From an optimization exercise on the open Yosys and OpenROAD flow, aimed at small area, a short achievable clock period and few clock cycles; shortcuts taken in it are not production practice. Function was checked by simulation only, so behaviour that the tests miss may differ from the original. Power figures rest on the tool's default switching activity, not on a simulated workload.

== v32 ==
## mips16_core
module mips16_core(
	input clk,
	input rst,  
	output [9:0] imem_addr,
	input [15:0] imem_rdata,
	output [9:0] dmem_addr,
	output dmem_we,
	output [15:0] dmem_wdata,
	input [15:0] dmem_rdata,
	input [15:0] in_data,
	output rf_we,
	output [4:0] rf_waddr,
	output [15:0] rf_wdata
	);
==> flow/config.mk <==
export PLATFORM = sky130hd
export DESIGN_NAME = mips16_core
export DESIGN_NICKNAME = mips16_core
export VERILOG_FILES = /design/flow/design.v
export SDC_FILE = /design/flow/constraint.sdc
export NUM_CORES = 4
export LEC_CHECK = 0
export CAP_MARGIN = 20
export CORE_MARGIN = 2
export CORE_UTILIZATION = 40
export SLEW_MARGIN = 20
export SYNTH_HIERARCHICAL = 1
export SYNTH_MINIMUM_KEEP_SIZE = 0
==> flow/constraint.sdc <==
create_clock -name core_clock -period 44.0 [get_ports {clk}]
set_input_delay 8.8000 -clock core_clock [delete_from_list [all_inputs] [get_ports {clk}]]
set_output_delay 8.8000 -clock core_clock [all_outputs]
set_load 0.01 [all_outputs]
standard.sh (not shown) runs the stock make flow with config.mk's settings and CLKGATE_MAP_FILE= SYNTH_SCRIPT=/design/flow/synth_recipe.tcl, a recipe that flattens the netlist after the stock synthesis.
==> flow/flow/run.sh <==
#!/bin/bash
set -euo pipefail
MARGIN=34.05
CTS="-sink_clustering_enable -repair_clock_nets -sink_clustering_size 24 -sink_clustering_max_diameter 80 -dont_use_dummy_load"
bash standard.sh SETUP_SLACK_MARGIN=$MARGIN "BUFFER_PORTS_ARGS=-buffer_cell sky130_fd_sc_hd__buf_4" "CTS_ARGS=$CTS" finish > standard_flow.log 2>&1
Testbench counts of v32, summed over its fixed seeds: cycles 27,902.
Relative to v32, the following input files were edited for v19:
-- flow/design.v --
<<< v32, line 322
	reg ev;             
	reg e_wr1;          
	reg [4:0] e_ra;     
	reg [1:0] ph;       
	reg [3:0] cnt;      
>>> v19, line 322
	reg ev;             
	reg e_wr1;          
	reg e_sw;           
	reg [1:0] ph;       
	reg [3:0] cnt;      
<<< v32, line 343
	wire [4:0] fb = ir[4:0];
	wire is_lw = (op == OP_LW), is_lwr = (op == OP_LWR);
	wire [4:0] ra = e_ra;
	wire [15:0] rA, rB;
	wire r1nz;
>>> v19, line 343
	wire [4:0] fb = ir[4:0];
	wire is_lw = (op == OP_LW), is_lwr = (op == OP_LWR);
	wire [4:0] ra = e_sw ? 5'd1 : fa;
	wire [15:0] rA, rB;
	wire r1nz;
<<< v32, line 524
				ev <= ~d_drop;
				e_wr1 <= d_wr1;
				e_ra <= (dop == OP_SW) ? 5'd1 : dfa;
				ld_iss <= d_lw_iss;
			end else if (e_last) begin
>>> v19, line 524
				ev <= ~d_drop;
				e_wr1 <= d_wr1;
				e_sw <= (dop == OP_SW);
				ld_iss <= d_lw_iss;
			end else if (e_last) begin
Findings:
- Between v19 and v32, the buffering overhead does not differ in any meaningful way.
- Delta (v19 minus v32): minimum clock period down 0.025 ns; number of buffers inserted by post-CTS setup repair down 7; worst-case vdd ir drop down 0.0019 mV; sequential power down about 1%; number of DRC markers after the initial detailed-route iteration down about 6%.
- Compared with v32, in v19 half-perimeter wire length of the detailed placement result lost 4.1%, data arrival time of the worst path lost 9.28 ns, wire length lost 2.8%.
Testbench counts of v19, summed over its fixed seeds: cycles 27,902.

--- another note on this design; it stands on its own ---

Design mips16_core, start of the top module:
module mips16_core(
	input clk,
	input rst,  
	output [9:0] imem_addr,
	input [15:0] imem_rdata,
	output [9:0] dmem_addr,
	output dmem_we,
	output [15:0] dmem_wdata,
	input [15:0] dmem_rdata,
	input [15:0] in_data,
	output rf_we,
	output [4:0] rf_waddr,
	output [15:0] rf_wdata
	);
Size in the first run: ~3,100 cells after synthesis, about 600 flip-flops, ~110 I/O pins, about 36,000 sq um of cells after synthesis.
export LEC_CHECK = 0
export CAP_MARGIN = 20
export CORE_MARGIN = 2
export CORE_UTILIZATION = 40
export GPL_TIMING_DRIVEN = 0
export SLEW_MARGIN = 20
export SYNTH_HIERARCHICAL = 1
export SYNTH_MINIMUM_KEEP_SIZE = 0
create_clock -name core_clock -period 44.0 [get_ports {clk}]
standard.sh (not shown) runs the stock make flow with config.mk's settings and CLKGATE_MAP_FILE= SYNTH_SCRIPT=/design/flow/synth_recipe.tcl, a recipe that flattens the netlist after the stock synthesis.
==> flow/flow/run.sh <==
#!/bin/bash
set -euo pipefail
MARGIN=34.05
CTS="-sink_clustering_enable -repair_clock_nets -sink_clustering_size 24 -sink_clustering_max_diameter 80 -dont_use_dummy_load"
bash standard.sh SETUP_SLACK_MARGIN=$MARGIN "BUFFER_PORTS_ARGS=-buffer_cell sky130_fd_sc_hd__buf_4" "CTS_ARGS=$CTS" finish > standard_flow.log 2>&1
Testbench counts at the start, summed over its fixed seeds: cycles 27,902.
==> next run, changes <==
==> flow/run.sh (new file) <==
#!/bin/bash
# synth_recipe.tcl (not shown) runs the flow's synth.tcl, then flattens the netlist and writes it again
# the make line also repeats each setting of config.mk as NAME=value (left out here)
make -C /OpenROAD-flow-scripts/flow DESIGN_CONFIG=/design/flow/config.mk WORK_HOME=/design/flow/orfs CLKGATE_MAP_FILE= SYNTH_SCRIPT=/design/flow/synth_recipe.tcl finish
Settings changed: CTS_CLUSTER_DIAMETER from default to 80, CTS_CLUSTER_SIZE from default to 24, GPL_TIMING_DRIVEN 0 to default.
removed: flow/flow/run.sh
removed: flow/standard.sh
After rerunning:
- combinational power falls by a few percent
- core utilization went down by 1.1 points
- cell count went down slightly
- design area went down by a few percent
- total power fell by a few percent

==> afterwards: timing with drivers on the ports <==
The results above use ideal ports. As a check the final layouts listed here were re-extracted and re-timed, cells and wires unchanged. Step 1 (the two cells are an assumption about what drives the block):
set clk [get_ports {clk}]
set_driving_cell -lib_cell sky130_fd_sc_hd__clkbuf_16 $clk
set_driving_cell -lib_cell sky130_fd_sc_hd__buf_2 [delete_from_list [all_inputs] $clk]
Step 2 also shifts input and output timing later by t, the mid clock arrival at the registers, as if the neighbouring blocks saw the same clock. Three values: ideal ports, drivers, drivers and shift; two values: the first two.
run	shift t [ns]	setup WS [ns]	hold WS [ns]
v32	0.617	34.038 / 33.994 / 33.444	0.496 / 0.496 / 0.496
v19	0.639	34.063 / 34.000 / 33.497	0.493 / 0.493 / 0.493
the first run of note 2	0.647	33.948 / 33.986 / 33.338	0.484 / 0.484 / 0.484
the second run of note 2	0.671	32.997 / 32.929 / 32.258	0.489 / 0.489 / 0.489
After both steps every run listed still meets setup and hold. For the second run of note 2, which loses most, drivers alone change the setup slack by -0.068 ns; drivers and shift together by -0.739 ns.
